Source: an optimization exercise on an open RTL-to-GDS flow (aim: small area). Production flows keep margins and buffers that such runs may drop. Function was checked by simulation only, so behaviour that the tests miss may differ from the original. Power figures rest on the tool's default switching activity, not on a simulated workload.

==> design/flow/design.v <==
module SinCos (Theta, SinSign, SinMag, CosSign, CosMag);
    input  wire [9:0] Theta;
    output wire       SinSign;
    output wire [8:0] SinMag;
    output wire       CosSign;
    output wire [8:0] CosMag;
    localparam [127:0] TA0 = 128'h5a94b4b4924db366ccccccce663319cc;
    localparam [127:0] TA1 = 128'h6cd926d92496da4b6969696b4b5a5296;
    localparam [127:0] TA2 = 128'h8f1e38e1c718e38c718e718c739c6318;
    localparam [127:0] TA3 = 128'h0fe03f01f81f03f07e0f81f07c1f83e0;
    localparam [127:0] TA4 = 128'hf0003ffe001ffc007ff001ff801ffc00;
    localparam [127:0] TA5 = 128'hffffc000001fffff800001ffffe00000;
    localparam [127:0] TA6 = 128'h00000000001ffffffffffe0000000000;
    localparam [127:0] TA7 = 128'hffffffffffe000000000000000000000;
    localparam [127:0] TA8 = 128'h00000000000000000000000000000000;
    localparam [127:0] TB0 = 128'h52aaaad56a52db6d9b3398e38783f800;
    localparam [127:0] TB1 = 128'hc99999cce631c71c78f0781f807ff800;
    localparam [127:0] TB2 = 128'hc78787c3e1f03f03f80ff8007ffff800;
    localparam [127:0] TB3 = 128'h3f807fc01ff000fff80007fffffff800;
    localparam [127:0] TB4 = 128'hff80003ffff0000007fffffffffff800;
    localparam [127:0] TB5 = 128'hff800000000ffffffffffffffffff800;
    localparam [127:0] TB6 = 128'h007ffffffffffffffffffffffffff800;
    localparam [127:0] TB7 = 128'hfffffffffffffffffffffffffffff800;
    localparam [127:0] TB8 = 128'h000000000000000000000000000007ff;
    wire [7:0] i = Theta[7:0];
    wire [7:0] u = i[7] ? 8'd0 - i : i;
    wire       h = u[7];                      
    wire [6:0] k = u[6:0];
    wire [8:0] a = h ? 9'd181 : {TA8[k], TA7[k], TA6[k], TA5[k], TA4[k], TA3[k], TA2[k], TA1[k], TA0[k]};
    wire [8:0] b = h ? 9'd181 : {TB8[k], TB7[k], TB6[k], TB5[k], TB4[k], TB3[k], TB2[k], TB1[k], TB0[k]};
    wire       sw = Theta[8] ^ i[7];
    assign SinMag  = sw ? b : a;
    assign CosMag  = sw ? a : b;
    assign SinSign = Theta[9];
    assign CosSign = Theta[9] ^ Theta[8];
endmodule
module Multiplier
  (input  wire        clk,
   input  wire        rst,
   input  wire        clr,       
   input  wire        s_in,      
   input  wire [8:0]  m_in,      
   input  wire [9:0]  bn,        
   output reg  [18:0] qx,
   output reg         sg);
  reg       sa;
  reg [8:0] mn;        
  wire t1 = ~(bn[0] | mn[0]);
  wire t2 = ~(bn[1] | mn[0]);
  wire t3 = ~(bn[0] | mn[1]);
  wire t4 = ~(bn[2] | mn[0]);
  wire t5 = ~(bn[1] | mn[1]);
  wire t6 = ~(bn[0] | mn[2]);
  wire t7 = ~(bn[3] | mn[0]);
  wire t8 = ~(bn[2] | mn[1]);
  wire t9 = ~(bn[1] | mn[2]);
  wire t10 = ~(bn[0] | mn[3]);
  wire t11 = ~(bn[4] | mn[0]);
  wire t12 = ~(bn[3] | mn[1]);
  wire t13 = ~(bn[2] | mn[2]);
  wire t14 = ~(bn[1] | mn[3]);
  wire t15 = ~(bn[0] | mn[4]);
  wire t16 = ~(bn[5] | mn[0]);
  wire t17 = ~(bn[4] | mn[1]);
  wire t18 = ~(bn[3] | mn[2]);
  wire t19 = ~(bn[2] | mn[3]);
  wire t20 = ~(bn[1] | mn[4]);
  wire t21 = ~(bn[0] | mn[5]);
  wire t22 = ~(bn[6] | mn[0]);
  wire t23 = ~(bn[5] | mn[1]);
  wire t24 = ~(bn[4] | mn[2]);
  wire t25 = ~(bn[3] | mn[3]);
  wire t26 = ~(bn[2] | mn[4]);
  wire t27 = ~(bn[1] | mn[5]);
  wire t28 = ~(bn[0] | mn[6]);
  wire t29 = ~(bn[7] | mn[0]);
  wire t30 = ~(bn[6] | mn[1]);
  wire t31 = ~(bn[5] | mn[2]);
  wire t32 = ~(bn[4] | mn[3]);
  wire t33 = ~(bn[3] | mn[4]);
  wire t34 = ~(bn[2] | mn[5]);
  wire t35 = ~(bn[1] | mn[6]);
  wire t36 = ~(bn[0] | mn[7]);
  wire t37 = ~(bn[8] | mn[0]);
  wire t38 = ~(bn[7] | mn[1]);
  wire t39 = ~(bn[6] | mn[2]);
  wire t40 = ~(bn[5] | mn[3]);
  wire t41 = ~(bn[4] | mn[4]);
  wire t42 = ~(bn[3] | mn[5]);
  wire t43 = ~(bn[2] | mn[6]);
  wire t44 = ~(bn[1] | mn[7]);
  wire t45 = ~(bn[0] | mn[8]);
  wire t46 = ~(bn[9] | mn[0]);
  wire t47 = ~(bn[8] | mn[1]);
  wire t48 = ~(bn[7] | mn[2]);
  wire t49 = ~(bn[6] | mn[3]);
  wire t50 = ~(bn[5] | mn[4]);
  wire t51 = ~(bn[4] | mn[5]);
  wire t52 = ~(bn[3] | mn[6]);
  wire t53 = ~(bn[2] | mn[7]);
  wire t54 = ~(bn[1] | mn[8]);
  wire t55 = (bn[9] | mn[0]);
  wire t56 = (bn[9] | mn[1]);
  wire t57 = ~(bn[8] | mn[2]);
  wire t58 = ~(bn[7] | mn[3]);
  wire t59 = ~(bn[6] | mn[4]);
  wire t60 = ~(bn[5] | mn[5]);
  wire t61 = ~(bn[4] | mn[6]);
  wire t62 = ~(bn[3] | mn[7]);
  wire t63 = ~(bn[2] | mn[8]);
  wire t64 = (bn[9] | mn[2]);
  wire t65 = ~(bn[8] | mn[3]);
  wire t66 = ~(bn[7] | mn[4]);
  wire t67 = ~(bn[6] | mn[5]);
  wire t68 = ~(bn[5] | mn[6]);
  wire t69 = ~(bn[4] | mn[7]);
  wire t70 = ~(bn[3] | mn[8]);
  wire t71 = (bn[9] | mn[3]);
  wire t72 = ~(bn[8] | mn[4]);
  wire t73 = ~(bn[7] | mn[5]);
  wire t74 = ~(bn[6] | mn[6]);
  wire t75 = ~(bn[5] | mn[7]);
  wire t76 = ~(bn[4] | mn[8]);
  wire t77 = (bn[9] | mn[4]);
  wire t78 = ~(bn[8] | mn[5]);
  wire t79 = ~(bn[7] | mn[6]);
  wire t80 = ~(bn[6] | mn[7]);
  wire t81 = ~(bn[5] | mn[8]);
  wire t82 = (bn[9] | mn[5]);
  wire t83 = ~(bn[8] | mn[6]);
  wire t84 = ~(bn[7] | mn[7]);
  wire t85 = ~(bn[6] | mn[8]);
  wire t86 = (bn[9] | mn[6]);
  wire t87 = ~(bn[8] | mn[7]);
  wire t88 = ~(bn[7] | mn[8]);
  wire t89 = (bn[9] | mn[7]);
  wire t90 = ~(bn[8] | mn[8]);
  wire t91 = (bn[9] | mn[8]);
  wire t92 = t22 ^ t23;
  wire t93 = t22 & t23;
  wire t94 = t29 ^ t30 ^ t31;
  wire t95 = (t29 & t30) | (t29 & t31) | (t30 & t31);
  wire t96 = t32 ^ t33;
  wire t97 = t32 & t33;
  wire t98 = t37 ^ t38 ^ t39;
  wire t99 = (t37 & t38) | (t37 & t39) | (t38 & t39);
  wire t100 = t40 ^ t41 ^ t42;
  wire t101 = (t40 & t41) | (t40 & t42) | (t41 & t42);
  wire t102 = t43 ^ t44;
  wire t103 = t43 & t44;
  wire t104 = t46 ^ t47 ^ t48;
  wire t105 = (t46 & t47) | (t46 & t48) | (t47 & t48);
  wire t106 = t49 ^ t50 ^ t51;
  wire t107 = (t49 & t50) | (t49 & t51) | (t50 & t51);
  wire t108 = t52 ^ t53 ^ t54;
  wire t109 = (t52 & t53) | (t52 & t54) | (t53 & t54);
  wire t110 = t55 ^ t56 ^ t57;
  wire t111 = (t55 & t56) | (t55 & t57) | (t56 & t57);
  wire t112 = t58 ^ t59 ^ t60;
  wire t113 = (t58 & t59) | (t58 & t60) | (t59 & t60);
  wire t114 = t61 ^ t62 ^ t63;
  wire t115 = (t61 & t62) | (t61 & t63) | (t62 & t63);
  wire t116 = t64 ^ t65 ^ t66;
  wire t117 = (t64 & t65) | (t64 & t66) | (t65 & t66);
  wire t118 = t67 ^ t68 ^ t69;
  wire t119 = (t67 & t68) | (t67 & t69) | (t68 & t69);
  wire t120 = t71 ^ t72 ^ t73;
  wire t121 = (t71 & t72) | (t71 & t73) | (t72 & t73);
  wire t122 = t11 ^ t12;
  wire t123 = t11 & t12;
  wire t124 = t16 ^ t17 ^ t18;
  wire t125 = (t16 & t17) | (t16 & t18) | (t17 & t18);
  wire t126 = t19 ^ t20;
  wire t127 = t19 & t20;
  wire t128 = t92 ^ t24 ^ t25;
  wire t129 = (t92 & t24) | (t92 & t25) | (t24 & t25);
  wire t130 = t26 ^ t27 ^ t28;
  wire t131 = (t26 & t27) | (t26 & t28) | (t27 & t28);
  wire t132 = t93 ^ t94 ^ t96;
  wire t133 = (t93 & t94) | (t93 & t96) | (t94 & t96);
  wire t134 = t34 ^ t35 ^ t36;
  wire t135 = (t34 & t35) | (t34 & t36) | (t35 & t36);
  wire t136 = t95 ^ t97 ^ t98;
  wire t137 = (t95 & t97) | (t95 & t98) | (t97 & t98);
  wire t138 = t100 ^ t102 ^ t45;
  wire t139 = (t100 & t102) | (t100 & t45) | (t102 & t45);
  wire t140 = t99 ^ t101 ^ t103;
  wire t141 = (t99 & t101) | (t99 & t103) | (t101 & t103);
  wire t142 = t104 ^ t106 ^ t108;
  wire t143 = (t104 & t106) | (t104 & t108) | (t106 & t108);
  wire t144 = t105 ^ t107 ^ t109;
  wire t145 = (t105 & t107) | (t105 & t109) | (t107 & t109);
  wire t146 = t110 ^ t112 ^ t114;
  wire t147 = (t110 & t112) | (t110 & t114) | (t112 & t114);
  wire t148 = t111 ^ t113 ^ t115;
  wire t149 = (t111 & t113) | (t111 & t115) | (t113 & t115);
  wire t150 = t116 ^ t118 ^ t70;
  wire t151 = (t116 & t118) | (t116 & t70) | (t118 & t70);
  wire t152 = t117 ^ t119 ^ t120;
  wire t153 = (t117 & t119) | (t117 & t120) | (t119 & t120);
  wire t154 = t74 ^ t75 ^ t76;
  wire t155 = (t74 & t75) | (t74 & t76) | (t75 & t76);
  wire t156 = t121 ^ t77 ^ t78;
  wire t157 = (t121 & t77) | (t121 & t78) | (t77 & t78);
  wire t158 = t79 ^ t80 ^ t81;
  wire t159 = (t79 & t80) | (t79 & t81) | (t80 & t81);
  wire t160 = t82 ^ t83 ^ t84;
  wire t161 = (t82 & t83) | (t82 & t84) | (t83 & t84);
  wire t162 = t7 ^ t8;
  wire t163 = t7 & t8;
  wire t164 = t122 ^ t13 ^ t14;
  wire t165 = (t122 & t13) | (t122 & t14) | (t13 & t14);
  wire t166 = t123 ^ t124 ^ t126;
  wire t167 = (t123 & t124) | (t123 & t126) | (t124 & t126);
  wire t168 = t125 ^ t127 ^ t128;
  wire t169 = (t125 & t127) | (t125 & t128) | (t127 & t128);
  wire t170 = t129 ^ t131 ^ t132;
  wire t171 = (t129 & t131) | (t129 & t132) | (t131 & t132);
  wire t172 = t133 ^ t135 ^ t136;
  wire t173 = (t133 & t135) | (t133 & t136) | (t135 & t136);
  wire t174 = t137 ^ t139 ^ t140;
  wire t175 = (t137 & t139) | (t137 & t140) | (t139 & t140);
  wire t176 = t141 ^ t143 ^ t144;
  wire t177 = (t141 & t143) | (t141 & t144) | (t143 & t144);
  wire t178 = t145 ^ t147 ^ t148;
  wire t179 = (t145 & t147) | (t145 & t148) | (t147 & t148);
  wire t180 = t149 ^ t151 ^ t152;
  wire t181 = (t149 & t151) | (t149 & t152) | (t151 & t152);
  wire t182 = t153 ^ t155 ^ t156;
  wire t183 = (t153 & t155) | (t153 & t156) | (t155 & t156);
  wire t184 = t157 ^ t159 ^ t160;
  wire t185 = (t157 & t159) | (t157 & t160) | (t159 & t160);
  wire t186 = t161 ^ t86 ^ t87;
  wire t187 = (t161 & t86) | (t161 & t87) | (t86 & t87);
  wire t188 = t4 ^ t5;
  wire t189 = t4 & t5;
  wire t190 = t162 ^ t9 ^ t10;
  wire t191 = (t162 & t9) | (t162 & t10) | (t9 & t10);
  wire t192 = t163 ^ t164 ^ t15;
  wire t193 = (t163 & t164) | (t163 & t15) | (t164 & t15);
  wire t194 = t165 ^ t166 ^ t21;
  wire t195 = (t165 & t166) | (t165 & t21) | (t166 & t21);
  wire t196 = t167 ^ t168 ^ t130;
  wire t197 = (t167 & t168) | (t167 & t130) | (t168 & t130);
  wire t198 = t169 ^ t170 ^ t134;
  wire t199 = (t169 & t170) | (t169 & t134) | (t170 & t134);
  wire t200 = t171 ^ t172 ^ t138;
  wire t201 = (t171 & t172) | (t171 & t138) | (t172 & t138);
  wire t202 = t173 ^ t174 ^ t142;
  wire t203 = (t173 & t174) | (t173 & t142) | (t174 & t142);
  wire t204 = t175 ^ t176 ^ t146;
  wire t205 = (t175 & t176) | (t175 & t146) | (t176 & t146);
  wire t206 = t177 ^ t178 ^ t150;
  wire t207 = (t177 & t178) | (t177 & t150) | (t178 & t150);
  wire t208 = t179 ^ t180 ^ t154;
  wire t209 = (t179 & t180) | (t179 & t154) | (t180 & t154);
  wire t210 = t181 ^ t182 ^ t158;
  wire t211 = (t181 & t182) | (t181 & t158) | (t182 & t158);
  wire t212 = t183 ^ t184 ^ t85;
  wire t213 = (t183 & t184) | (t183 & t85) | (t184 & t85);
  wire t214 = t185 ^ t186 ^ t88;
  wire t215 = (t185 & t186) | (t185 & t88) | (t186 & t88);
  wire t216 = t187 ^ t89 ^ t90;
  wire t217 = (t187 & t89) | (t187 & t90) | (t89 & t90);
  wire [18:0] ra = {1'b1, t217, t215, t213, t211, t209, t207, t205, t203, t201, t199, t197, t195, t193, t191, t189, t188, t2, t1};
  wire [18:0] rb = {1'b0, t91, t216, t214, t212, t210, t208, t206, t204, t202, t200, t198, t196, t194, t192, t190, t6, t3, 1'b0};
  wire [18:0] q;
  rca #(19) fin (.a(ra), .b(rb), .ci(1'b0), .s(q), .co());
  always @(posedge clk)
  begin
    sa <= s_in & ~(rst | clr);
    mn <= (rst | clr) ? 9'h1ff : ~m_in;
    qx <= q ^ {19{sa}};    
    sg <= sa;
  end
endmodule
module rca #(parameter W = 8)
  (input  wire [W-1:0] a,
   input  wire [W-1:0] b,
   input  wire         ci,
   output wire [W-1:0] s,
   output wire         co);
  wire [W:0] c;
  assign c[0] = ci;
  genvar i;
  generate for (i = 0; i < W; i = i + 1) begin : g
    assign s[i]   = a[i] ^ b[i] ^ c[i];
    assign c[i+1] = (a[i] & b[i]) | (a[i] & c[i]) | (b[i] & c[i]);
  end endgenerate
  assign co = c[W];
endmodule
module nco_sig
  (input  wire       clk,
   input  wire       rst,
   input  wire [6:0] opP,      
   input  wire [6:0] opA,      
   output wire [9:0] addr,     
   output wire       sin_out);
  reg [6:0] opB, opC;                
  reg [12:0] I0;  reg [18:0] I1;  reg [17:0] I2;  reg [13:0] I3;
  reg [12:0] P0;  reg [18:0] P1;  reg [17:0] P2;  reg [13:0] P3;
  reg ic0, ic1, ic2, pc0, pc1, pc2;
  wire [63:0] yP, yA, yB, yC, rP, rA, rB, rC;
  wire        lP, lA, lB, lC;
  nco_cmd cP (.op(opP), .y(yP), .pr(rP), .ld(lP));
  nco_cmd cA (.op(opA), .y(yA), .pr(rA), .ld(lA));
  nco_cmd cB (.op(opB), .y(yB), .pr(rB), .ld(lB));
  nco_cmd cC (.op(opC), .y(yC), .pr(rC), .ld(lC));
  wire [12:0] i0s;  wire [18:0] i1s;  wire [17:0] i2s;  wire [13:0] i3s;
  wire i0c, i1c, i2c, i3c;
  rca #(13) ai0 (.a(I0), .b(yP[12:0]),  .ci(opP[3]), .s(i0s), .co(i0c));    
  rca #(19) ai1 (.a(I1), .b(yA[31:13]), .ci(ic0),  .s(i1s), .co(i1c));
  rca #(18) ai2 (.a(I2), .b(yB[49:32]), .ci(ic1),  .s(i2s), .co(i2c));
  rca #(14) ai3 (.a(I3), .b(yC[63:50]), .ci(ic2),  .s(i3s), .co(i3c));
  wire [63:0] rz = {64{~rst}};
  wire [12:0] i0n = (lP | rst) ? rP[12:0]  & rz[12:0]  : i0s;
  wire [18:0] i1n = (lA | rst) ? rA[31:13] & rz[31:13] : i1s;
  wire [17:0] i2n = (lB | rst) ? rB[49:32] & rz[49:32] : i2s;
  wire [13:0] i3n = (lC | rst) ? rC[63:50] & rz[63:50] : i3s;
  wire [12:0] p0n;  wire [18:0] p1n;  wire [17:0] p2n;  wire [13:0] p3n;
  wire p0c, p1c, p2c, p3c;
  rca #(13) ap0 (.a(P0), .b(I0), .ci(1'b0), .s(p0n), .co(p0c));
  rca #(19) ap1 (.a(P1), .b(I1), .ci(pc0),  .s(p1n), .co(p1c));
  rca #(18) ap2 (.a(P2), .b(I2), .ci(pc1),  .s(p2n), .co(p2c));
  rca #(14) ap3 (.a(P3), .b(I3), .ci(pc2),  .s(p3n), .co(p3c));
  always @(posedge clk) begin
    I0 <= i0n; I1 <= i1n; I2 <= i2n; I3 <= i3n;
    if (rst) begin
      opB <= 7'd0; opC <= 7'd0;
      P0 <= 13'd0; P1 <= 19'd0; P2 <= 18'd0; P3 <= 14'd0;
      ic0 <= 1'b0; ic1 <= 1'b0; ic2 <= 1'b0;
      pc0 <= 1'b0; pc1 <= 1'b0; pc2 <= 1'b0;
    end else begin
      opB <= opA; opC <= opB;
      ic0 <= i0c & ~lP; ic1 <= i1c & ~lA; ic2 <= i2c & ~lB;
      P0 <= p0n; P1 <= p1n; P2 <= p2n; P3 <= p3n;
      pc0 <= p0c; pc1 <= p1c; pc2 <= p2c;
    end
  end
  assign addr    = P3[13:4];
  assign sin_out = ~p3n[13];
endmodule
module nco_cmd (input wire [6:0] op, output wire [63:0] y, output wire [63:0] pr, output wire ld);
  localparam [63:0] PA = 64'h02c6a19e88f1cfe2;    
  localparam [63:0] PB = 64'h01aa60f8b8911654;    
  localparam [63:0] PF = 64'h1dc38c076704516d;    
  localparam [63:0] PG = 64'h1d60d923295482c6;    
  localparam [63:0] K1 = 64'h00071b375868d170;    
  localparam [63:0] K2 = 64'h00001436a8cdf6f3;    
  localparam [63:0] K3 = 64'h0000ca22980ba57e;    
  assign ld = op[6];
  assign pr = ({64{op[6] & (op[5:4] == 2'd0)}} & PA) | ({64{op[6] & (op[5:4] == 2'd1)}} & PB) |
              ({64{op[6] & (op[5:4] == 2'd2)}} & PF) | ({64{op[6] & (op[5:4] == 2'd3)}} & PG);
  assign y  = {64{op[3]}} ^ (({64{op[0]}} & K1) | ({64{op[1]}} & K2) | ({64{op[2]}} & K3));
endmodule
module CIC
  (input  wire        clk,
   input  wire        rst,
   input  wire        rst1,      
   input  wire        rst2,      
   input  wire        rst3,      
   input  wire        ld0,       
   input  wire        ld1,       
   input  wire        ld2,       
   input  wire        jc0,       
   input  wire        jc1,       
   input  wire        jc2,       
   input  wire        pass,      
   input  wire        pfirst,    
   input  wire        fsh,       
   input  wire [1:0]  slot,      
   input  wire        zval,      
   input  wire        vcomb,     
   input  wire        oval,      
   input  wire [1:0]  gain,
   input  wire [18:0] qx,
   input  wire        sg,
   output wire [19:0] d_out);
  localparam W = 59;
  reg  [W-1:0] I1, I2, I3, I4, I5;
  reg  [5:1]   ca1, ca2;           
  reg          e1, e2;             
  wire [18:0]  qs  = qx;                
  wire [W-1:0] din = {{19{e2}}, {20{e1}}, qs[18], qs};
  wire [W-1:0] n1, n2, n3, n4, n5;
  wire [5:1]   c0, c1;
  wire [W-1:0] a5 = I5 & ~{{19{jc2}}, {20{jc1}}, {20{jc0}}};
  rca #(20) s10 (.a(I1[19:0]),  .b(din[19:0]),  .ci(sg),     .s(n1[19:0]),  .co(c0[1]));
  rca #(20) s11 (.a(I1[39:20]), .b(din[39:20]), .ci(ca1[1]), .s(n1[39:20]), .co(c1[1]));
  rca #(19) s12 (.a(I1[58:40]), .b(din[58:40]), .ci(ca2[1]), .s(n1[58:40]), .co());
  rca #(20) s20 (.a(I2[19:0]),  .b(I1[19:0]),   .ci(1'b0),   .s(n2[19:0]),  .co(c0[2]));
  rca #(20) s21 (.a(I2[39:20]), .b(I1[39:20]),  .ci(ca1[2]), .s(n2[39:20]), .co(c1[2]));
  rca #(19) s22 (.a(I2[58:40]), .b(I1[58:40]),  .ci(ca2[2]), .s(n2[58:40]), .co());
  rca #(20) s30 (.a(I3[19:0]),  .b(I2[19:0]),   .ci(1'b0),   .s(n3[19:0]),  .co(c0[3]));
  rca #(20) s31 (.a(I3[39:20]), .b(I2[39:20]),  .ci(ca1[3]), .s(n3[39:20]), .co(c1[3]));
  rca #(19) s32 (.a(I3[58:40]), .b(I2[58:40]),  .ci(ca2[3]), .s(n3[58:40]), .co());
  rca #(20) s40 (.a(I4[19:0]),  .b(I3[19:0]),   .ci(1'b0),   .s(n4[19:0]),  .co(c0[4]));
  rca #(20) s41 (.a(I4[39:20]), .b(I3[39:20]),  .ci(ca1[4]), .s(n4[39:20]), .co(c1[4]));
  rca #(19) s42 (.a(I4[58:40]), .b(I3[58:40]),  .ci(ca2[4]), .s(n4[58:40]), .co());
  rca #(20) s50 (.a(a5[19:0]),  .b(I4[19:0]),   .ci(1'b0),   .s(n5[19:0]),  .co(c0[5]));
  rca #(20) s51 (.a(a5[39:20]), .b(I4[39:20]),  .ci(ca1[5]), .s(n5[39:20]), .co(c1[5]));
  rca #(19) s52 (.a(a5[58:40]), .b(I4[58:40]),  .ci(ca2[5]), .s(n5[58:40]), .co());
  always @(posedge clk) begin
    I5 <= n5;
    e1 <= qs[18]; e2 <= e1;
    ca1 <= c0; ca2 <= c1;
    if (rst | rst1) I1[19:0] <= 20'd0; else I1[19:0] <= n1[19:0];
    if (rst1 | rst2) I1[39:20] <= 20'd0; else I1[39:20] <= n1[39:20];
    if (rst2 | rst3) I1[58:40] <= 19'd0; else I1[58:40] <= n1[58:40];
    if (rst) begin
      I2[19:0] <= 20'd0; I3[19:0] <= 20'd0; I4[19:0] <= 20'd0;
    end else begin
      I2[19:0] <= n2[19:0]; I3[19:0] <= n3[19:0]; I4[19:0] <= n4[19:0];
    end
    if (rst1) begin
      I2[39:20] <= 20'd0; I3[39:20] <= 20'd0; I4[39:20] <= 20'd0;
    end else begin
      I2[39:20] <= n2[39:20]; I3[39:20] <= n3[39:20]; I4[39:20] <= n4[39:20];
    end
    if (rst2) begin
      I2[58:40] <= 19'd0; I3[58:40] <= 19'd0; I4[58:40] <= 19'd0;
    end else begin
      I2[58:40] <= n2[58:40]; I3[58:40] <= n3[58:40]; I4[58:40] <= n4[58:40];
    end
  end
  reg [56:0] C;
  wire [56:0] cl = {{19{ld2}} & I5[58:40], 38'd0} |
                   {18'd0, {20{ld1}} & I5[39:20], 19'd0} |
                   {37'd0, {20{ld0}} & I5[19:0]};
  always @(posedge clk)
    C <= {1'b0, C[56:1]} | cl;
  reg [63:0] R1, R2, R3, R4;
  reg        b1, b2, b3, b4;       
  wire d1 = C[0];
  wire z1 = R1[0] & zval, z2 = R2[0] & zval, z3 = R3[0] & zval, z4 = R4[0] & zval;
  wire k1 = pfirst | b1, k2 = pfirst | b2, k3 = pfirst | b3, k4 = pfirst | b4;
  wire d2 = d1 ^ ~z1 ^ k1;
  wire d3 = d2 ^ ~z2 ^ k2;
  wire d4 = d3 ^ ~z3 ^ k3;
  wire d5 = d4 ^ ~z4 ^ k4;
  always @(posedge clk) begin
    b1 <= (d1 & ~z1) | (d1 & k1) | (~z1 & k1);
    b2 <= (d2 & ~z2) | (d2 & k2) | (~z2 & k2);
    b3 <= (d3 & ~z3) | (d3 & k3) | (~z3 & k3);
    b4 <= (d4 & ~z4) | (d4 & k4) | (~z4 & k4);
    R1 <= {pass ? d1 : R1[0], R1[63:1]};
    R2 <= {pass ? d2 : R2[0], R2[63:1]};
    R3 <= {pass ? d3 : R3[0], R3[63:1]};
    R4 <= {pass ? d4 : R4[0], R4[63:1]};
  end
  reg [63:0] Q;
  reg [13:0] S;
  wire qr = (slot == 2'd0) ? Q[19] : (slot == 2'd1) ? Q[33] :
            (slot == 2'd2) ? Q[47] : Q[61];
  always @(posedge clk) begin
    Q <= {Q[0], Q[63:62],
          (fsh && slot == 2'd3) ? d5 : Q[61], Q[60:48],
          (fsh && slot == 2'd2) ? d5 : Q[47], Q[46:34],
          (fsh && slot == 2'd1) ? d5 : Q[33], Q[32:20],
          (fsh && slot == 2'd0) ? d5 : Q[19], Q[18:1]};
    if (fsh) S <= {qr, S[13:1]};
  end
  reg [13:0] O;
  wire [15:0] Fx = {S[13], S[13], S[13:0]};    
  wire [12:0] sel = (gain == 2'd0) ? Fx[15:3] :
                    (gain == 2'd1) ? Fx[14:2] :
                    (gain == 2'd2) ? Fx[13:1] : Fx[12:0];
  always @(posedge clk)
    if (rst | (vcomb & ~oval))
      O <= 14'd0;
    else if (vcomb)
      O <= {S[13], sel};
  assign d_out = {{6{O[13]}}, O};
endmodule
module fpgarx
  (
   input             clk,
   input             rst,
   input             cmd_valid,
   input      [7:0]  cmd_byte,
   input      [9:0]  RFIn,
   output     [19:0] i_out,
   output     [19:0] q_out,
   output            out_clk,
   output            sinGen
   );
wire [6:0] opP = ~cmd_valid          ? 7'b000_0_000 :
                 (cmd_byte == 8'd97)  ? 7'b100_0_000 :    
                 (cmd_byte == 8'd98)  ? 7'b101_0_000 :    
                 (cmd_byte == 8'd102) ? 7'b110_0_000 :    
                 (cmd_byte == 8'd103) ? 7'b111_0_000 :    
                 (cmd_byte == 8'd109) ? 7'b000_0_001 :    
                 (cmd_byte == 8'd110) ? 7'b000_1_001 :    
                 (cmd_byte == 8'd112) ? 7'b000_0_010 :    
                 (cmd_byte == 8'd111) ? 7'b000_1_010 :    
                 (cmd_byte == 8'd104) ? 7'b000_0_100 :    
                 (cmd_byte == 8'd113) ? 7'b000_1_100 :    
                                        7'b000_0_000;
wire       gsP  = cmd_valid & (cmd_byte[7:2] == 6'b001100);    
reg  [6:0] opA;
reg        gsA;
reg  [1:0] gA;
reg  [1:0] CICGain;
reg        rst1, rst2, rst3;
always @(posedge clk) begin
  rst1 <= rst;
  rst2 <= rst1;
  rst3 <= rst2;
  if (rst) begin
    opA <= 7'd0; gsA <= 1'b0; gA <= 2'd0; CICGain <= 2'd0;
  end else begin
    opA <= opP; gsA <= gsP; gA <= cmd_byte[1:0];
    if (gsA) CICGain <= gA;
  end
end
wire [9:0] addr;
nco_sig ncoGen (.clk(clk), .rst(rst), .opP(opP), .opA(opA), .addr(addr), .sin_out(sinGen));
wire       sinS, cosS;
wire [8:0] sinM, cosM;
SinCos SinCos1 (.Theta(addr), .SinSign(sinS), .SinMag(sinM), .CosSign(cosS), .CosMag(cosM));
reg [9:0] regbn;       
always @(posedge clk)
  regbn <= ~RFIn;      
wire [18:0] qxI, qxQ;
wire        sgI, sgQ;
Multiplier MixerI (.clk(clk), .rst(rst), .clr(rst1), .s_in(sinS), .m_in(sinM), .bn(regbn), .qx(qxI), .sg(sgI));
Multiplier MixerQ (.clk(clk), .rst(rst), .clr(rst1), .s_in(cosS), .m_in(cosM), .bn(regbn), .qx(qxQ), .sg(sgQ));
reg [7:0] count;
reg       run;           
reg [4:0] val;           
reg       d_clk_tmp, d_clk;
reg [1:0] slot;          
reg  ld0, ld1, ld2;      
reg  jc0, jc1, jc2;      
always @(posedge clk) begin
  ld0 <= ~rst & (count == 8'd254);
  ld1 <= ~rst & ld0;
  ld2 <= ~rst & ld1;
  jc0 <= (~rst & (count == 8'd254)) | rst;
  jc1 <= (~rst & ld0) | rst1;
  jc2 <= (~rst & ld1) | rst2;
end
wire pass   = run & (count <= 8'd58);
wire fsh    = run & (count >= 8'd45) & (count <= 8'd58);
wire pend   = run & (count == 8'd58);
wire vcomb  = run & ld1;
always @(posedge clk)
  if (rst) begin
    count <= 8'd0; run <= 1'b0; val <= 5'd0; d_clk_tmp <= 1'b0; d_clk <= 1'b0; slot <= 2'd0;
  end else begin
    count <= count + 8'd1;
    d_clk <= d_clk_tmp;
    if (ld0) begin
      run <= 1'b1;
      d_clk_tmp <= 1'b1;
    end else if (count == 8'd128)
      d_clk_tmp <= 1'b0;
    if (pend) begin
      val <= {1'b1, val[4:1]};
      slot <= slot + 2'd1;
    end
  end
CIC CIC1Sin (.clk(clk), .rst(rst), .rst1(rst1), .rst2(rst2), .rst3(rst3), .ld0(ld0), .ld1(ld1), .ld2(ld2), .jc0(jc0), .jc1(jc1), .jc2(jc2),
             .pass(pass), .pfirst(ld1), .fsh(fsh), .slot(slot), .zval(val[4]), .vcomb(vcomb), .oval(val[0]),
             .gain(CICGain), .qx(qxI), .sg(sgI), .d_out(i_out));
CIC CIC1Cos (.clk(clk), .rst(rst), .rst1(rst1), .rst2(rst2), .rst3(rst3), .ld0(ld0), .ld1(ld1), .ld2(ld2), .jc0(jc0), .jc1(jc1), .jc2(jc2),
             .pass(pass), .pfirst(ld1), .fsh(fsh), .slot(slot), .zval(val[4]), .vcomb(vcomb), .oval(val[0]),
             .gain(CICGain), .qx(qxQ), .sg(sgQ), .d_out(q_out));
assign out_clk = d_clk;
endmodule
==> design/flow/run.sh <==
#!/bin/bash
# synth_recipe.tcl (not shown) runs the flow's synth.tcl, then flattens the netlist and writes it again
# the make line also repeats each setting of config.mk as NAME=value (left out here)
make -C /OpenROAD-flow-scripts/flow DESIGN_CONFIG=/design/flow/config.mk WORK_HOME=/design/flow/orfs CLKGATE_MAP_FILE= SYNTH_SCRIPT=/design/flow/synth_recipe.tcl finish
==> design/flow/config.mk <==
export PLATFORM = sky130hd
export DESIGN_NAME = fpgarx
export DESIGN_NICKNAME = fpgarx
export VERILOG_FILES = /design/flow/design.v
export SDC_FILE = /design/flow/constraint.sdc
export NUM_CORES = 4
export LEC_CHECK = 0
export CAP_MARGIN = 20
export CORE_MARGIN = 2
export CORE_UTILIZATION = 70
export CTS_BUF_LIST = sky130_fd_sc_hd__clkbuf_16
export CTS_CLUSTER_DIAMETER = 100
export CTS_CLUSTER_SIZE = 30
export SLEW_MARGIN = 20
export SYNTH_MEMORY_MAX_BITS = 32768
==> design/flow/constraint.sdc <==
create_clock -name core_clock -period 10.0 [get_ports {clk}]
set_input_delay 2.0000 -clock core_clock [delete_from_list [all_inputs] [get_ports {clk}]]
set_output_delay 2.0000 -clock core_clock [all_outputs]
set_load 0.01 [all_outputs]
==> results of run 1 <==
[power by group through the flow]
stage	clock (uW)	combinational, uW	sequential (uW)
after floorplan	0	676	7500
after global placement	0	821	7570
after detailed placement	0	883	7580
after CTS	3450	899	7430
after global routing	3670	1080	7490
final	3350	871	7420
[sequential cells by signal, indices dropped and copies added, names as in the netlist, 64 cells and up]
signal and cells:
CIC1Sin.R1 64, CIC1Cos.Q 64, CIC1Cos.R2 64, CIC1Sin.R2 64
CIC1Sin.R4 64, CIC1Sin.Q 64, CIC1Cos.R4 64, CIC1Sin.R3 64
CIC1Cos.R3 64, CIC1Cos.R1 64
[area by class of cell]
class,count,area [um^2]
diodes,1,2.50
clock buffers,68,1700
clock inverters,20,290
fillers,5937,23300
inverters,377,1420
multi-input cells,2681,28700
flip-flops and latches,1687,34100
well taps,1243,1560
repair buffers,98,895
[final timing paths]
kind / startpoint / slack, ns / endpoint / depth (start not counted)
max: ncoGen.I3[0] / 0.39 / sinGen / 17
min: CIC1Cos.R4[57] / 0.33 / CIC1Cos.R4[56] / 0
max reg2reg: CIC1Sin.I3[20] / 0.47 / CIC1Sin.I4[39] / 24
min reg2reg: CIC1Cos.R4[57] / 0.33 / CIC1Cos.R4[56] / 0
[layout by cell type, fill, tap and decap left out, drive strengths merged, types with 51 or more instances in the layout]
cell type	instances
nor2b	511
inv	387
a21o	110
and2	117
clkdlybuf4s50	61
clkbuf	69
xor2	62
ha	52
fa	848
nor2	311
dfxtp	1659
or2	51
a21oi	95
nand2	129
o21ai	62
[metrics by stage]
stage | cells | util | hold slack (ns) | setup slack (ns)
2_1_floorplan | 4965 | - | 0.310 | 0.102
3_3_place_gp | 6086 | 0.725 | 0.310 | 0.484
3_5_place_dp | 6086 | 0.725 | 0.312 | 0.342
4_1_cts | 6174 | 0.746 | 0.321 | 0.158
5_1_grt | 6174 | 0.747 | 0.333 | 0.0138
6_report | 6175 | 0.747 | 0.328 | 0.395
[cell families (layout without fill, tap and decap cells)]
| kind of cell | Yosys count | after routing | share of synthesized area |
|---|---|---|---|
| DFF | 1687 | 1687 | 0.523 |
| other | 0 | 1 | 0 |
| AOI/OAI and AO/OA | 392 | 392 | 0.0409 |
| and+or+nand+nor | 1229 | 1229 | 0.101 |
| adders and majority gates | 900 | 900 | 0.271 |
| xor gates and xnor gates | 101 | 101 | 0.0143 |
| muxes | 59 | 59 | 0.0131 |
| buffers and inverters | 597 | 563 | 0.0367 |
[routing by layer]
layer	up-vias	GRT usage	part of all wire
met3	136	0.0299	0.033
met1	16027	0.327	0.46
met2	452	0.366	0.48
met4	0	0.0555	0.024
li1	15219	-	-
met5	-	0	0
[what timing repair did]
action                                  CTS  global route
resized for setup                         0             6
setup buffers                             0             0
endpoints found under the setup margin    0             3
==> PnR_summary.wiki, run 1 <==
{| class="wikitable"
! Metric !! Value
|-
| Power density over cell area || 170 nW/um^2
|-
| Area added between synthesis and finish || 5.41%
|-
| Die area || 95500 um^2
|-
| Fmax || 104 MHz
|-
| Number of maximum-capacitance violations || 0
|-
| Ranking of synthesized cells by area || sky130_fd_sc_hd__dfxtp_1 51%, sky130_fd_sc_hd__fa_1 26%, sky130_fd_sc_hd__nor2b_1 4.9%
|-
| Post-Syn Nets || 5886
|-
| Relative contribution of combinational cells to total power || 0.075
|-
| H-Tree Level Count || 3
|-
| Placed Instance Area || 66600 um^2
|-
| Overall track demand over capacity in global routing || 0.226
|-
| EDFF count, synth || 28
|-
| Slowest cell on the critical path || sky130_fd_sc_hd__clkdlybuf4s50_1
|-
| Hpwl dp || 67600 um
|-
| IR Drop Worst-Case VDD || 0.187 mV
|-
| Switching portion of total power || 0.239
|-
| Post-route setup TNS || 0 ns
|-
| Yosys top cell area share || 0.510
|-
| CP dominant cell by count || sky130_fd_sc_hd__fa_1
|-
| Launching element type of the critical path || flop
|-
| Outcome || complete, no violations
|-
| Slew Limit Fails || 0
|-
| Sequential element share of the synthesized area || 0.523
|-
| Vias per cell || 5.16
|-
| Total Routed Length || 98800 um
|-
| Final instance area || 68600 um^2
|-
| Floorplan row count || 111
|-
| Final Cycle Share || 0.961
|-
| Antenna violations before repair || 0
|-
| Critical Path Fanout Max || 2
|-
| Post-synth top cells || 1659 x sky130_fd_sc_hd__dfxtp_1, 848 x sky130_fd_sc_hd__fa_1, 510 x sky130_fd_sc_hd__nor2b_1
|-
| Fraction of layout instances using a drive strength above 1 || 0.0495
|-
| Worst Hold Class || reg -> reg
|-
| Area leader, netlist || sky130_fd_sc_hd__dfxtp_1
|-
| Syn Std Cell Area || 65100 um^2
|-
| TritonCTS clock tree || built
|-
| Die boundary height || 309 um
|-
| CTS sink count || 1687
|-
| Number of buffers added by the clock tree synthesis step || 68
|-
| Critical Path End Type || output pin
|-
| Overall power after layout || 11600 uW
|-
| Nets || 5834
|-
| Total DRC errors in the routed layout || 0
|-
| Net switching power of the design || 2780 uW
|-
| Total of flip-flops plus latches after synthesis || 1687
|-
| Most common cell in the netlist || sky130_fd_sc_hd__dfxtp_1
|-
| First-pass iteration count of the detailed router || 5
|-
| Crit Path Class || reg -> out
|-
| Max_slew headroom || 0.271
|-
| Total count of hold-check failures in the final report || 0
|-
| Required time of the critical path || 8.00 ns
|-
| Clock latency reported for the late side of the worst-skew pair || 0.68 ns
|-
| CP top delay family || adder cells
|-
| Cts-stage hold buffer count || 0
|-
| Antenna violation net count after detailed routing || 0
|-
| Leakage || 0.0304 uW
|-
| Starting Density || 0.708
|-
| Proportion of synthesized flip-flops having asynchronous set or reset || 0
|-
| Synthesis Warnings || 4
|-
| Post-route minimum period || 9.61 ns
|-
| Number of DRC markers in iteration 0 || 1712
|-
| Number of setup violations in the final report || 0
|-
| Clock root buffer master || sky130_fd_sc_hd__clkbuf_16
|-
| Sum of overflow across all layers after global routing || 0
|-
| Clock Skews || 0.0245 ns
|-
| Routability congestion estimate || 0.841
|-
| Number of global-route vias before repair || 34.1k
|-
| CP bufs+invs || 3
|-
| Crit-path cells || inv_1 > fa_1 > inv_1 > fa_1 > fa_1 > fa_1 > fa_1 > fa_1 > fa_1 > fa_1 > fa_1 > fa_1 > fa_1 > fa_2 > fa_1 > xnor2_2 > clkdlybuf4s50_1
|-
| Clock transition time at the flip-flop clock pins of the worst setup and hold paths || 0.11 ns
|-
| DIE WIDTH || 309 um
|-
| Number of instances in the synthesized netlist || 4965
|-
| Routed length per instance || 16.0 um
|-
| CP arrival || 7.61 ns
|-
| Number of buffers on the longest clock path || 3
|-
| Wire length of the first global-routing pass || 174000 um
|-
| Number of library cell types mapped by synthesis || 89
|-
| RSZ-0062 raised after global routing || false
|-
| Mapped Avg Cell Area || 13.1 um^2
|-
| Core Region || 91900 um^2
|-
| Transition time at the pin with the least slew margin || 1.09 ns
|-
| Prevailing post-synth register cell || sky130_fd_sc_hd__dfxtp_1
|-
| Fraction of power consumed by sequential logic || 0.637
|-
| Largest net degree at the start of global routing || 118
|-
| Int Pwr || 8860 uW
|-
| Vias after detailed routing || 31.8k
|-
| Number of placed I/O pins || 63
|-
| Largest stage delay on the critical path || 0.57 ns
|-
| Clock network fraction of design power || 0.288
|-
| Port-buffer cells || 62
|}
==> inputs of run 2 (changes only) <==
--- a/design/flow/config.mk
+++ b/design/flow/config.mk
@@ -9,6 +9,6 @@
 export CORE_MARGIN = 2
-export CORE_UTILIZATION = 70
+export CORE_UTILIZATION = 75
 export CTS_BUF_LIST = sky130_fd_sc_hd__clkbuf_16
-export CTS_CLUSTER_DIAMETER = 100
-export CTS_CLUSTER_SIZE = 30
+export CTS_CLUSTER_DIAMETER = 80
+export CTS_CLUSTER_SIZE = 25
 export SLEW_MARGIN = 20
==> run 2 against run 1 <==
  * Sequential share of layout area decreased by 0.12 points
  * Clock-buffer cell count increased by 13
  * Critical endpoint unchanged
  * Clock skew shrank 0.0029 ns
  * Register-to-register slack is essentially flat
  * Utilization grew 5.0 points
  * Highest routed layer unchanged
  * Die area down 6.6%
==> PnR_summary.wiki, run 2 <==
{| class="wikitable"
! Metric !! Value
|-
| Hpwl dp || 70200 um (was 67600 um)
|-
| Outcome || complete, no violations (unchanged)
|-
| Sequential element share of the synthesized area || 0.523 (unchanged)
|-
| EDFF count, synth || 28 (unchanged)
|-
| Overall track demand over capacity in global routing || 0.261 (was 0.226)
|-
| Core Region || 86300 um^2 (was 91900 um^2)
|-
| Launching element type of the critical path || flop (unchanged)
|-
| Power density over cell area || 173 nW/um^2 (was 170 nW/um^2)
|-
| Clock latency reported for the late side of the worst-skew pair || 0.69 ns (was 0.68 ns)
|-
| Worst Hold Class || reg -> reg (unchanged)
|-
| DIE WIDTH || 299 um (was 309 um)
|-
| Number of buffers on the longest clock path || 3 (unchanged)
|-
| Fraction of power consumed by sequential logic || 0.623 (was 0.637)
|-
| Syn Std Cell Area || 65100 um^2 (unchanged)
|-
| Yosys top cell area share || 0.510 (unchanged)
|-
| Cts-stage hold buffer count || 0 (unchanged)
|-
| Antenna violation net count after detailed routing || 0 (unchanged)
|-
| Transition time at the pin with the least slew margin || 1.07 ns (was 1.09 ns)
|-
| Fraction of layout instances using a drive strength above 1 || 0.0514 (was 0.0495)
|-
| Proportion of synthesized flip-flops having asynchronous set or reset || 0 (unchanged)
|-
| Slowest cell on the critical path || sky130_fd_sc_hd__clkdlybuf4s50_1 (unchanged)
|-
| Crit-path cells || inv_1 > fa_1 > inv_1 > fa_1 > fa_1 > fa_1 > fa_1 > fa_1 > fa_1 > fa_1 > fa_1 > fa_1 > fa_1 > fa_1 > fa_1 > xnor2_2 > clkdlybuf4s50_1 (was inv_1 > fa_1 > inv_1 > fa_1 > fa_1 > fa_1 > fa_1 > fa_1 > fa_1 > fa_1 > fa_1 > fa_1 > fa_1 > fa_2 > fa_1 > xnor2_2 > clkdlybuf4s50_1)
|-
| Clock root buffer master || sky130_fd_sc_hd__clkbuf_16 (unchanged)
|-
| CP arrival || 7.63 ns (was 7.61 ns)
|-
| Clock transition time at the flip-flop clock pins of the worst setup and hold paths || 0.10 ns (was 0.11 ns)
|-
| Int Pwr || 9070 uW (was 8860 uW)
|-
| RSZ-0062 raised after global routing || false (unchanged)
|-
| Number of global-route vias before repair || 35.3k (was 34.1k)
|-
| Total DRC errors in the routed layout || 0 (unchanged)
|-
| Slew Limit Fails || 0 (unchanged)
|-
| Number of setup violations in the final report || 0 (unchanged)
|-
| Clock Skews || 0.0216 ns (was 0.0245 ns)
|-
| Area leader, netlist || sky130_fd_sc_hd__dfxtp_1 (unchanged)
|-
| Critical Path End Type || output pin (unchanged)
|-
| Vias per cell || 5.31 (was 5.16)
|-
| Mapped Avg Cell Area || 13.1 um^2 (unchanged)
|-
| Ranking of synthesized cells by area || sky130_fd_sc_hd__dfxtp_1 51%, sky130_fd_sc_hd__fa_1 26%, sky130_fd_sc_hd__nor2b_1 4.9% (unchanged)
|-
| Final Cycle Share || 0.963 (was 0.961)
|-
| Critical Path Fanout Max || 2 (unchanged)
|-
| Number of maximum-capacitance violations || 0 (unchanged)
|-
| Die boundary height || 299 um (was 309 um)
|-
| Area added between synthesis and finish || 5.68% (was 5.41%)
|-
| Sum of overflow across all layers after global routing || 0 (unchanged)
|-
| Net switching power of the design || 2840 uW (was 2780 uW)
|-
| Worst hold margin || 0.314 ns (was 0.328 ns)
|-
| H-Tree Level Count || 3 (unchanged)
|-
| Leakage || 0.0305 uW (was 0.0304 uW)
|-
| Crit Path Class || reg -> out (unchanged)
|-
| Post-CTS Setup Inserts || 0 (unchanged)
|-
| Leading cell type in the layout, fill and taps excluded || sky130_fd_sc_hd__dfxtp_1 (unchanged)
|-
| Relative contribution of combinational cells to total power || 0.074 (was 0.075)
|-
| Number of buffers added by the clock tree synthesis step || 79 (was 68)
|-
| Number of placed I/O pins || 63 (unchanged)
|-
| Number of filler cells placed in the layout || 4942 (was 5937)
|-
| Count of cells resized by post-cts repair || 0 (unchanged)
|-
| Required time of the critical path || 8.00 ns (about the same)
|-
| Number of DRC markers in iteration 0 || 1878 (was 1712)
|-
| Nets || 5846 (was 5834)
|-
| Routability congestion estimate || 0.866 (was 0.841)
|-
| Floorplan row count || 108 (was 111)
|-
| Post-Syn Nets || 5886 (unchanged)
|-
| Final standard cell utilization of the core || 0.797 (was 0.747)
|-
| Post-synth top cells || 1659 x sky130_fd_sc_hd__dfxtp_1, 848 x sky130_fd_sc_hd__fa_1, 510 x sky130_fd_sc_hd__nor2b_1 (unchanged)
|-
| Post-route minimum period || 9.63 ns (was 9.61 ns)
|-
| Post-route setup TNS || 0 ns (unchanged)
|-
| Worst setup timing slack at the placement stage || 0.366 ns (was 0.342 ns)
|-
| CP dominant cell by count || sky130_fd_sc_hd__fa_1 (unchanged)
|-
| Clock network fraction of design power || 0.303 (was 0.288)
|-
| TritonCTS clock tree || built (unchanged)
|-
| Max_slew headroom || 0.286 (was 0.271)
|-
| Wire length of the first global-routing pass || 186000 um (was 174000 um)
|-
| Switching portion of total power || 0.238 (was 0.239)
|-
| Diodes inserted || 0 (was 1)
|-
| Number of instances in the synthesized netlist || 4965 (unchanged)
|-
| Starting Density || 0.754 (was 0.708)
|-
| Number of library cell types mapped by synthesis || 89 (unchanged)
|-
| Prevailing post-synth register cell || sky130_fd_sc_hd__dfxtp_1 (unchanged)
|-
| Total of flip-flops plus latches after synthesis || 1687 (unchanged)
|-
| Total count of hold-check failures in the final report || 0 (unchanged)
|-
| CTS sink count || 1687 (unchanged)
|-
| Worst path setup slack after routing || 0.368 ns (was 0.395 ns)
|-
| Port-buffer cells || 62 (unchanged)
|-
| Largest net degree at the start of global routing || 84 (was 118)
|-
| Most common cell in the netlist || sky130_fd_sc_hd__dfxtp_1 (unchanged)
|-
| Fmax || 104 MHz (about the same)
|-
| IR Drop Worst-Case VDD || 0.214 mV (was 0.187 mV)
|-
| Antenna violations before repair || 2 (was 0)
|-
| Vias after detailed routing || 32.4k (was 31.8k)
|-
| Commonest cells after routing, fill and taps aside || 1656 x sky130_fd_sc_hd__dfxtp_1, 847 x sky130_fd_sc_hd__fa_1, 510 x sky130_fd_sc_hd__nor2b_1 (was 1656 x sky130_fd_sc_hd__dfxtp_1, 845 x sky130_fd_sc_hd__fa_1, 510 x sky130_fd_sc_hd__nor2b_1)
|-
| First-pass iteration count of the detailed router || 6 (was 5)
|-
| Largest stage delay on the critical path || 0.57 ns (about the same)
|-
| Synthesis Warnings || 4 (unchanged)
|-
| Total Routed Length || 107000 um (was 98800 um)
|-
| Routed length per instance || 17.5 um (was 16.0 um)
|-
| Die area || 89200 um^2 (was 95500 um^2)
|}
[run 2: worst max-delay path: cells and delay by family, from the launching register on]
family,cells,cell delay [ns]
xor+xnor,1,0.22
fa+ha+maj,13,5.73
buf+inv,3,0.68
flops,1,0.33
[run 2: power by group through the flow]
stage                     combinational (uW)  clock, uW  sequential, uW
after floorplan                          676          0            7500
after global placement                   815          0            7560
after detailed placement                 888          0            7580
after CTS                                913       3690            7420
after global routing                    1080       3910            7480
final                                    883       3610            7410
[run 2: path summary, 6_finish.rpt]
check,start,end,slack [ns],cells after the start
setup / recovery,ncoGen.I3[0],sinGen,0.37,17
hold reg to reg,CIC1Cos.Q[26],CIC1Cos.Q[25],0.31,0
hold / removal,CIC1Cos.Q[26],CIC1Cos.Q[25],0.31,0
setup reg to reg,CIC1Cos.I1[20],CIC1Cos.I1[39],0.48,24
[run 2: cell type report]
| cell class | instances | area [um^2] | area share |
|---|---|---|---|
| tap | 1155 | 1450 | 0.0210 |
| clock inverter | 18 | 238 | 0.00345 |
| clock buffer | 81 | 2030 | 0.0295 |
| timing repair buffer | 99 | 902 | 0.0131 |
| sequential | 1687 | 34100 | 0.495 |
| inverter | 377 | 1420 | 0.0206 |
| multi-input combinational | 2681 | 28700 | 0.417 |
[run 2: cells by family (layout without fill, tap and decap cells)]
logic type	Yosys count	count (layout)	share of synthesized area
flops	1687	1687	0.523
mux	59	59	0.0131
xor+xnor	101	101	0.0143
fa+ha+maj	900	900	0.271
compound gates	392	392	0.0409
buf+inv	597	575	0.0367
simple gates	1229	1229	0.101
[run 2: routing by layer]
layer | share of wire | track usage | vias up
met3 | 0.035 | 0.0289 | 154
met2 | 0.50 | 0.434 | 582
met5 | 0 | 0 | -
met4 | 0.024 | 0.0664 | 0
met1 | 0.44 | 0.374 | 16431
li1 | - | - | 15209
[run 2: per-stage QoR]
| step | cells | power, uW | cell area (um^2) |
|---|---|---|---|
| after floorplan | 4965 | 8170 | 65100 |
| after global placement | 5999 | 8380 | 66500 |
| after detailed placement | 5999 | 8470 | 66500 |
| after CTS | 6098 | 12000 | 68800 |
| after global routing | 6098 | 12500 | 68800 |
| final | 6098 | 11900 | 68800 |

separate check: timing with driven ports:
The flow's constraints put no driver on any port. The routed layouts listed below were extracted and timed again, unchanged, in two steps.
Step 1 sets driving cells, clkbuf_16 on the clock port and buf_2 on the other inputs (assumed; they add their load-dependent delay and slew).
Step 2 adds t to the input delays and takes it off the output delays; t is the mean of the earliest and latest rising clock arrival at the registers after step 1. Input paths then give back, and output paths get back, about the clock's delay inside the block.
a / b / c = ideal / step 1 / step 2; a / b = the first two.
| run | t, ns | setup slack, ns | latest minus earliest clock arrival (ns) | pins driven straight from the clock port |
|---|---|---|---|---|
| run 1 | 0.738 | 0.395 / 0.326 / 0.467 | 0.030 / 0.030 | 1 |
| run 2 | 0.746 | 0.368 / 0.305 / 0.480 | 0.034 / 0.033 | 1 |
After both steps setup and hold are still met in every run listed.
